This is an optimization exercise on Yosys and OpenROAD, whose aim is small area, a short achievable clock period and few clock cycles, not a production implementation.
Function was checked by simulation only, so behaviour that the tests miss may differ from the original.
Power is estimated from default activity; no workload was simulated.

==> flow/design.v <==
`timescale 1ns / 1ps
module dmc_nor2(input a, input b, output y);
assign y = ~(a | b);
endmodule
module dmc_aoi222(input a0, input b0, input a1, input b1, input a2, input b2, output y);
assign y = ~((a0 & b0) | (a1 & b1) | (a2 & b2));
endmodule
module dmc_dec3n(input [2:0] a, output [7:0] y_n);
assign y_n = ~(8'd1 << a);
endmodule
module dmc_nand4(input a, input b, input c, input d, output y);
assign y = ~(a & b & c & d);
endmodule
module dmc_nand2(input a, input b, output y);
assign y = ~(a & b);
endmodule
module dmc_nor3(input a, input b, input c, output y);
assign y = ~(a | b | c);
endmodule
module data_mem_subsystem(
    input flush,
    input clk,
    input wr_en,
    input [15:0] addr,
    input [7:0] rdata,
    output [7:0] wdata,
    output stall,
    output cache_hit,
    output [15:0] mem_addr,
    output mem_wr_en,
    output [7:0] mem_wdata,
    input [7:0] mem_rdata
    );
wire [6:0] tag   = addr[15:9];
wire [5:0] index = addr[8:3];
reg [6:0] tag_field [0:63];
reg [63:0] valid;
reg       second;      
reg       rd_q;        
reg       valid_q;     
reg [6:0] diff_q;      
assign stall     = ~second;
assign cache_hit = rd_q | (valid_q & ~|diff_q);
assign wdata     = mem_rdata;
assign mem_wr_en = wr_en;
assign mem_wdata = rdata;
assign mem_addr  = addr;
wire [7:0] lo_n, hi_n;
dmc_dec3n u_lo (.a(index[2:0]), .y_n(lo_n));
dmc_dec3n u_hi (.a(index[5:3]), .y_n(hi_n));
wire alloc = second & rd_q;                  
wire [7:0] lo_wn = ~(8'd1 << index[2:0]);
wire [7:0] hi_wn = ~((8'd1 << index[5:3]) & {8{alloc}});
wire [63:0] line;      
wire [63:0] line_we;   
genvar g, b, t;
generate
    for (g = 0; g < 64; g = g + 1) begin : g_dec
        dmc_nor2 u_sel (.a(hi_n[g/8]),  .b(lo_n[g%8]), .y(line[g]));
        dmc_nor2 u_we  (.a(hi_wn[g/8]), .b(lo_wn[g%8]), .y(line_we[g]));
    end
endgenerate
wire [7:0] ent [0:63];
wire [21:0] part_n [0:7];
wire [7:0] entry;
generate
    for (g = 0; g < 64; g = g + 1) begin : g_ent
        assign ent[g] = {valid[g], tag_field[g]};
    end
    for (b = 0; b < 8; b = b + 1) begin : g_bit
        for (t = 0; t < 21; t = t + 1) begin : g_term
            dmc_aoi222 u (.a0(line[3*t]),   .b0(ent[3*t][b]),
                          .a1(line[3*t+1]), .b1(ent[3*t+1][b]),
                          .a2(line[3*t+2]), .b2(ent[3*t+2][b]),
                          .y(part_n[b][t]));
        end
        dmc_nand2 u_last (.a(line[63]), .b(ent[63][b]), .y(part_n[b][21]));
        wire [5:0] grp;
        wire [1:0] grp_n;
        for (t = 0; t < 5; t = t + 1) begin : g_grp
            dmc_nand4 u (.a(part_n[b][4*t]), .b(part_n[b][4*t+1]),
                         .c(part_n[b][4*t+2]), .d(part_n[b][4*t+3]), .y(grp[t]));
        end
        dmc_nand2 u_g5 (.a(part_n[b][20]), .b(part_n[b][21]), .y(grp[5]));
        dmc_nor3 u_n0 (.a(grp[0]), .b(grp[1]), .c(grp[2]), .y(grp_n[0]));
        dmc_nor3 u_n1 (.a(grp[3]), .b(grp[4]), .c(grp[5]), .y(grp_n[1]));
        dmc_nand2 u_out (.a(grp_n[0]), .b(grp_n[1]), .y(entry[b]));
    end
endgenerate
integer i;
always @(posedge clk) begin
    second  <= ~second & ~flush;
    rd_q    <= ~wr_en;
    valid_q <= entry[7];
    diff_q  <= entry[6:0] ^ tag;
    for (i = 0; i < 64; i = i + 1) begin
        if (line_we[i])
            tag_field[i] <= tag;
        valid[i] <= ~flush & (valid[i] | line_we[i]);
    end
end
endmodule
clock: 10.0 ns
lec_check: 0
cap_margin: 20
core_margin: 2
core_utilization: 65
cts_buf_list: sky130_fd_sc_hd__clkbuf_8
cts_cluster_diameter: 50
cts_cluster_size: 16
slew_margin: 20
synth_hierarchical: 1
synth_memory_max_bits: 8192
synth_minimum_keep_size: 0
standard.sh (not shown) runs the stock make flow with config.mk's settings and CLKGATE_MAP_FILE= SYNTH_SCRIPT=/design/flow/synth_recipe.tcl, a recipe that flattens the netlist after the stock synthesis.
==> flow/flow/run.sh <==
#!/bin/bash
set -euo pipefail
export SETUP_SLACK_MARGIN=5.9
export BUFFER_PORTS_ARGS="-buffer_cell sky130_fd_sc_hd__buf_4"
export CTS_ARGS="-sink_clustering_enable -repair_clock_nets -sink_clustering_size 20 -sink_clustering_max_diameter 60 -buf_list sky130_fd_sc_hd__clkbuf_8 -dont_use_dummy_load"
res=orfs/results/sky130hd/data_mem_subsystem/base
bash standard.sh "$PWD/$res/3_3_place_gp.odb" > orfs_make_place.log 2>&1
openroad -no_init -exit flow/port_feed.tcl > port_feed.log 2>&1
bash standard.sh > orfs_make.log 2>&1
==> flow/flow/port_feed.tcl <==
# Feed each output port's buffer straight from the input port when it is
# driven through that input port's buffer.
set odb orfs/results/sky130hd/data_mem_subsystem/base/3_3_place_gp.odb
read_db $odb
set block [ord::get_db_block]
set n 0
foreach bterm [$block getBTerms] {
  if {[$bterm getIoType] ne "OUTPUT"} { continue }
  set onet [$bterm getNet]
  set obuf ""
  foreach it [$onet getITerms] {
    if {[$it isOutputSignal]} { set obuf [$it getInst] }
  }
  if {$obuf eq "" || ![string match output* [$obuf getName]]} { continue }
  set a [$obuf findITerm A]
  set mnet [$a getNet]
  set ibuf ""
  foreach it [$mnet getITerms] {
    if {[$it isOutputSignal]} { set ibuf [$it getInst] }
  }
  if {$ibuf eq "" || ![string match input* [$ibuf getName]]} { continue }
  set pnet [[$ibuf findITerm A] getNet]
  set isport 0
  foreach bt [$pnet getBTerms] {
    if {[$bt getIoType] eq "INPUT"} { set isport 1 }
  }
  if {!$isport} { continue }
  $a disconnect
  $a connect $pnet
  puts "fed [$obuf getName] ([$bterm getName]) from port net [$pnet getName]"
  incr n
}
puts "reconnected $n output buffers"
write_db $odb
Testbench counts at the start, summed over its fixed seeds: cycles 64,000.
Rerun with:
--- a/flow/flow/run.sh
+++ b/flow/flow/run.sh
@@ -5 +5 @@
-export CTS_ARGS="-sink_clustering_enable -repair_clock_nets -sink_clustering_size 20 -sink_clustering_max_diameter 60 -buf_list sky130_fd_sc_hd__clkbuf_8 -dont_use_dummy_load"
+export CTS_ARGS="-sink_clustering_enable -repair_clock_nets -sink_clustering_size 16 -sink_clustering_max_diameter 50 -buf_list sky130_fd_sc_hd__clkbuf_8 -dont_use_dummy_load"
Outcome: Clock skew grows by 0.023 ns. Via count goes down by about 0.33%. Total power went up by 2.0%.
Rerun with:
==> flow/flow/run.sh (replaced) <==
#!/bin/bash
set -euo pipefail
export SETUP_SLACK_MARGIN=5.75
export BUFFER_PORTS_ARGS="-buffer_cell sky130_fd_sc_hd__buf_4"
bash standard.sh > orfs_make.log 2>&1
removed: flow/flow/port_feed.tcl
Result: The changed run ran to the end with no violations; area after synthesis is unchanged; via count grows by 2.7%; clock skew shrinks by 0.022 ns; non-clock buffer count grows by 18; sequential cell count stays the same; cell count grows by 3.3%; utilization grows by 3.1 points; design area grows by 4.5%; sequential power stays flat; combinational power grows by 28%.

---

Starts from the design.v that is shown in full above.
Settings: LEC_CHECK=0, CAP_MARGIN=20, CORE_MARGIN=2, CORE_UTILIZATION=65, CTS_BUF_LIST=sky130_fd_sc_hd__clkbuf_8 sky130_fd_sc_hd__clkbuf_16, CTS_CLUSTER_DIAMETER=60, CTS_CLUSTER_SIZE=20, SLEW_MARGIN=20, SYNTH_HIERARCHICAL=1, SYNTH_MEMORY_MAX_BITS=8192, SYNTH_MINIMUM_KEEP_SIZE=0; clock period 10.0 ns.
==> flow/flow/run.sh <==
#!/bin/bash
set -euo pipefail
export SETUP_SLACK_MARGIN=5.75
export BUFFER_PORTS_ARGS="-buffer_cell sky130_fd_sc_hd__buf_4"
bash standard.sh > orfs_make.log 2>&1
The baseline completed without violations.
Testbench counts at the start, summed over its fixed seeds: cycles 64,000.
Then changed:
--- a/flow/flow/run.sh
+++ b/flow/flow/run.sh
@@ -3 +3 @@
-export SETUP_SLACK_MARGIN=5.75
+export SETUP_SLACK_MARGIN=5.9
@@ -4,0 +5,3 @@
+res=orfs/results/sky130hd/data_mem_subsystem/base
+bash standard.sh "$PWD/$res/3_3_place_gp.odb" > orfs_make_place.log 2>&1
+openroad -no_init -exit flow/port_feed.tcl > port_feed.log 2>&1
==> flow/flow/port_feed.tcl (new file) <==
# Feed each output port's buffer straight from the input port when it is
# driven through that input port's buffer.
set odb orfs/results/sky130hd/data_mem_subsystem/base/3_3_place_gp.odb
read_db $odb
set block [ord::get_db_block]
set n 0
foreach bterm [$block getBTerms] {
  if {[$bterm getIoType] ne "OUTPUT"} { continue }
  set onet [$bterm getNet]
  set obuf ""
  foreach it [$onet getITerms] {
    if {[$it isOutputSignal]} { set obuf [$it getInst] }
  }
  if {$obuf eq "" || ![string match output* [$obuf getName]]} { continue }
  set a [$obuf findITerm A]
  set mnet [$a getNet]
  set ibuf ""
  foreach it [$mnet getITerms] {
    if {[$it isOutputSignal]} { set ibuf [$it getInst] }
  }
  if {$ibuf eq "" || ![string match input* [$ibuf getName]]} { continue }
  set pnet [[$ibuf findITerm A] getNet]
  set isport 0
  foreach bt [$pnet getBTerms] {
    if {[$bt getIoType] eq "INPUT"} { set isport 1 }
  }
  if {!$isport} { continue }
  $a disconnect
  $a connect $pnet
  puts "fed [$obuf getName] ([$bterm getName]) from port net [$pnet getName]"
  incr n
}
puts "reconnected $n output buffers"
write_db $odb
--- a/flow/config.mk
+++ b/flow/config.mk
@@ -11,3 +11,3 @@
-export CTS_BUF_LIST = sky130_fd_sc_hd__clkbuf_8 sky130_fd_sc_hd__clkbuf_16
-export CTS_CLUSTER_DIAMETER = 60
-export CTS_CLUSTER_SIZE = 20
+export CTS_BUF_LIST = sky130_fd_sc_hd__clkbuf_8
+export CTS_CLUSTER_DIAMETER = 50
+export CTS_CLUSTER_SIZE = 16
Effect: Setup slack is better by 0.14 ns; critical path depth went down by 1; non-clock buffer count went down by 18; worst hold slack hardly moves; register-to-register slack is worse by 0.03 ns; routed wire length went down by 6.4%; power went down by 8.7%.
Then changed:
--- a/flow/flow/run.sh
+++ b/flow/flow/run.sh
@@ -4,0 +5 @@
+export CTS_ARGS="-sink_clustering_enable -repair_clock_nets -sink_clustering_size 10 -sink_clustering_max_diameter 40 -buf_list sky130_fd_sc_hd__clkbuf_4 -dont_use_dummy_load"
--- a/flow/config.mk
+++ b/flow/config.mk
@@ -10 +10 @@
-export CORE_UTILIZATION = 65
+export CORE_UTILIZATION = 55
Effect: The new run completed with no timing, DRC or antenna violations. Die area goes up by 18%. Synthesized cell count stays the same. Maximum frequency hardly moves. Count of clock-buffer cells in the layout goes up by 23. Sequential power hardly moves. First-iteration DRC count goes down by 12%. Routed wire length goes up by 5.0%. Utilization goes down by 11 points. Final area goes down by 1.3%.
Then changed:
--- a/flow/flow/run.sh
+++ b/flow/flow/run.sh
@@ -3,0 +4 @@
+export RECOVER_POWER=100
@@ -5 +6 @@
-export CTS_ARGS="-sink_clustering_enable -repair_clock_nets -sink_clustering_size 10 -sink_clustering_max_diameter 40 -buf_list sky130_fd_sc_hd__clkbuf_4 -dont_use_dummy_load"
+export CTS_ARGS="-sink_clustering_enable -repair_clock_nets -sink_clustering_size 16 -sink_clustering_max_diameter 50 -buf_list sky130_fd_sc_hd__clkbuf_8 -dont_use_dummy_load"
--- a/flow/config.mk
+++ b/flow/config.mk
@@ -10 +10 @@
-export CORE_UTILIZATION = 55
+export CORE_UTILIZATION = 65
What happened: The new run completed and failed the layout checks on max-capacitance violations, max-slew violations; via count shrinks slightly; combinational power shrinks by a few percent; non-clock buffer count shrinks by 1; power grows slightly; routed wire length shrinks by a few percent; worst setup slack degrades by 0.31 ns; worst hold slack degrades by 0.013 ns.

---

== run A ==
Starts from the design.v that is shown in full above.
export LEC_CHECK = 0
export CAP_MARGIN = 20
export CORE_MARGIN = 2
export CORE_UTILIZATION = 72
export CTS_BUF_LIST = sky130_fd_sc_hd__clkbuf_8
export CTS_CLUSTER_DIAMETER = 50
export CTS_CLUSTER_SIZE = 16
export SLEW_MARGIN = 20
export SYNTH_HIERARCHICAL = 1
export SYNTH_MEMORY_MAX_BITS = 8192
export SYNTH_MINIMUM_KEEP_SIZE = 0
create_clock -name core_clock -period 10.0 [get_ports {clk}]
==> flow/flow/run.sh <==
#!/bin/bash
set -euo pipefail
export SETUP_SLACK_MARGIN=5.9
export BUFFER_PORTS_ARGS="-buffer_cell sky130_fd_sc_hd__buf_4"
export CTS_ARGS="-sink_clustering_enable -repair_clock_nets -sink_clustering_size 10 -sink_clustering_max_diameter 40 -buf_list sky130_fd_sc_hd__clkbuf_4 -dont_use_dummy_load"
res=orfs/results/sky130hd/data_mem_subsystem/base
bash standard.sh "$PWD/$res/3_3_place_gp.odb" > orfs_make_place.log 2>&1
openroad -no_init -exit flow/port_feed.tcl > port_feed.log 2>&1
bash standard.sh > orfs_make.log 2>&1
==> flow/flow/port_feed.tcl <==
# Feed each output port's buffer straight from the input port when it is
# driven through that input port's buffer.
set odb orfs/results/sky130hd/data_mem_subsystem/base/3_3_place_gp.odb
read_db $odb
set block [ord::get_db_block]
set n 0
foreach bterm [$block getBTerms] {
  if {[$bterm getIoType] ne "OUTPUT"} { continue }
  set onet [$bterm getNet]
  set obuf ""
  foreach it [$onet getITerms] {
    if {[$it isOutputSignal]} { set obuf [$it getInst] }
  }
  if {$obuf eq "" || ![string match output* [$obuf getName]]} { continue }
  set a [$obuf findITerm A]
  set mnet [$a getNet]
  set ibuf ""
  foreach it [$mnet getITerms] {
    if {[$it isOutputSignal]} { set ibuf [$it getInst] }
  }
  if {$ibuf eq "" || ![string match input* [$ibuf getName]]} { continue }
  set pnet [[$ibuf findITerm A] getNet]
  set isport 0
  foreach bt [$pnet getBTerms] {
    if {[$bt getIoType] eq "INPUT"} { set isport 1 }
  }
  if {!$isport} { continue }
  $a disconnect
  $a connect $pnet
  puts "fed [$obuf getName] ([$bterm getName]) from port net [$pnet getName]"
  incr n
}
puts "reconnected $n output buffers"
write_db $odb
Every stage of the flow completed for run A, and the final layout passed the timing, DRC and antenna checks.
Testbench counts of run A, summed over its fixed seeds: cycles 64,000.
#### Input delta (run B over run A)
- CORE_UTILIZATION changed from 72 to 65
[summary]
As far as count of clock buffers in the final design goes, run B and run A are indistinguishable; the numbers are identical. Relative to run A, run B improves total number of vias. Diff run A..run B | number of buffers created by CTS | unchanged. NOTE: hold slack in run B falls short of that of run A.
Changes in run C relative to run B:
- CTS_CLUSTER_SIZE now 20, was 16
- CTS_CLUSTER_DIAMETER now 60, was 50
- CTS_BUF_LIST now sky130_fd_sc_hd__clkbuf_8 sky130_fd_sc_hd__clkbuf_16, was sky130_fd_sc_hd__clkbuf_8
diff --git a/flow/flow/run.sh b/flow/flow/run.sh
--- a/flow/flow/run.sh
+++ b/flow/flow/run.sh
@@ -3 +3 @@
-export SETUP_SLACK_MARGIN=5.9
+export SETUP_SLACK_MARGIN=5.75
@@ -5 +4,0 @@
-export CTS_ARGS="-sink_clustering_enable -repair_clock_nets -sink_clustering_size 10 -sink_clustering_max_diameter 40 -buf_list sky130_fd_sc_hd__clkbuf_4 -dont_use_dummy_load"
Findings:
Compared with run B, in run C hold slack lower; fraction of met3 tracks used by global routing lower; routed metal-1 wire length higher; combinational group share of total power lower.
For run D, these inputs were changed with respect to run C:
- a change of CTS_CLUSTER_SIZE from 20 to 16
- a change of CTS_BUF_LIST from sky130_fd_sc_hd__clkbuf_8 sky130_fd_sc_hd__clkbuf_16 to sky130_fd_sc_hd__clkbuf_8
- a change of CTS_CLUSTER_DIAMETER from 60 to 50
diff --git a/flow/flow/run.sh b/flow/flow/run.sh
--- a/flow/flow/run.sh
+++ b/flow/flow/run.sh
@@ -3 +3 @@
-export SETUP_SLACK_MARGIN=5.75
+export SETUP_SLACK_MARGIN=5.9
@@ -4,0 +5 @@
+export CTS_ARGS="-sink_clustering_enable -repair_clock_nets -sink_clustering_size 8 -sink_clustering_max_diameter 30 -buf_list {sky130_fd_sc_hd__clkbuf_2 sky130_fd_sc_hd__clkbuf_4} -dont_use_dummy_load"
### Flow results
[compare] base=run C new=run D: hold slack went up; via count went up. Compared with run C, run D degrades clock skew. Summary: shortest clock period the worst path allows after layout, run D better than run C. Lower final cell count among run D and run C: run C. Going from run C to run D, wire length grows by 160 um. Synthesized cell count: run C vs run D identical. For via count of the first global-routing pass, dividing the value from run C by the value from run D gives 0.922. Compared with run C, in run D part of the power in the clock network decreased by 7.2 points relative to the old numbers, global-route usage over all layers increased by 0.49 points relative to the old numbers.
#### Input delta (run E over run D)
- CTS_CLUSTER_SIZE: 16 -> 20
- CTS_CLUSTER_DIAMETER: 50 -> 60
- CTS_BUF_LIST: sky130_fd_sc_hd__clkbuf_8 -> sky130_fd_sc_hd__clkbuf_8 sky130_fd_sc_hd__clkbuf_16
- CORE_UTILIZATION: 65 -> 75
==> flow/flow/run.sh <==
#!/bin/bash
set -euo pipefail
export SETUP_SLACK_MARGIN=5.75
export BUFFER_PORTS_ARGS="-buffer_cell sky130_fd_sc_hd__buf_4"
bash standard.sh > orfs_make.log 2>&1
removed: flow/flow/port_feed.tcl
Findings:
Run E reports a lower clock skew than run D does. The area growth from synthesis to layout in run E sits 6.3 points above the value recorded for run D. Taking run D as the reference point, the HPWL after detailed placement of run E falls by 2.4%. Count of final setup violators came out exactly the same in run E and run D. Run E vs run D on count of clock buffers in the final design: run E is the lower one. Comparing maximum frequency for run E and run D, the smaller number came from run E. Run E consumes more power than run D does. [run E] clock network latency to the later pin of the worst-skew pair fell 0.18 ns relative to run D. Per the comparison of run E with run D, fraction of area in multi-input gates moved down, non-clock buffer count saw an increase.

-- separate check: timing with driven ports --
In the flow no input, the clock included, has a driving cell. The finished layouts below were timed again as built, in two steps. Step 1 assumes that a clkbuf_16 drives the clock port and a buf_2 every other input. Step 2, shift: input delay + t, output delay - t, t = (earliest + latest rising clock arrival at the registers) / 2. This alone moves slack from input paths to output paths. a / b / c = ideal / step 1 / step 2; a / b = the first two.
run	t (ns)	setup slack, ns	hold slack, ns
the first run of note 1	0.585	5.887 / 5.701 / 5.356	0.465 / 0.465 / 0.465
the second run of note 1	0.607	5.890 / 5.695 / 5.371	0.456 / 0.456 / 0.456
the third run of note 1	0.623	5.745 / 5.568 / 5.317	0.458 / 0.458 / 0.458
the first run of note 2	0.577	5.749 / 5.582 / 5.382	0.456 / 0.456 / 0.456
the second run of note 2	0.619	5.888 / 5.698 / 5.363	0.458 / 0.458 / 0.458
the third run of note 2	0.760	5.888 / 5.678 / 5.331	0.469 / 0.469 / 0.469
the fourth run of note 2	0.605	5.581 / 5.573 / 4.969	0.456 / 0.456 / 0.456
run A	0.752	5.890 / 5.759 / 5.248	0.468 / 0.468 / 0.468
run B	0.754	5.889 / 5.698 / 5.368	0.463 / 0.463 / 0.463
run C	0.570	5.870 / 5.652 / 5.316	0.451 / 0.451 / 0.451
run D	0.744	5.887 / 5.687 / 5.372	0.457 / 0.457 / 0.457
run E	0.578	5.754 / 5.560 / 5.154	0.473 / 0.473 / 0.473
The setup slack of run A, which loses most, moves by -0.131 ns with the drivers and by -0.642 ns with both steps.
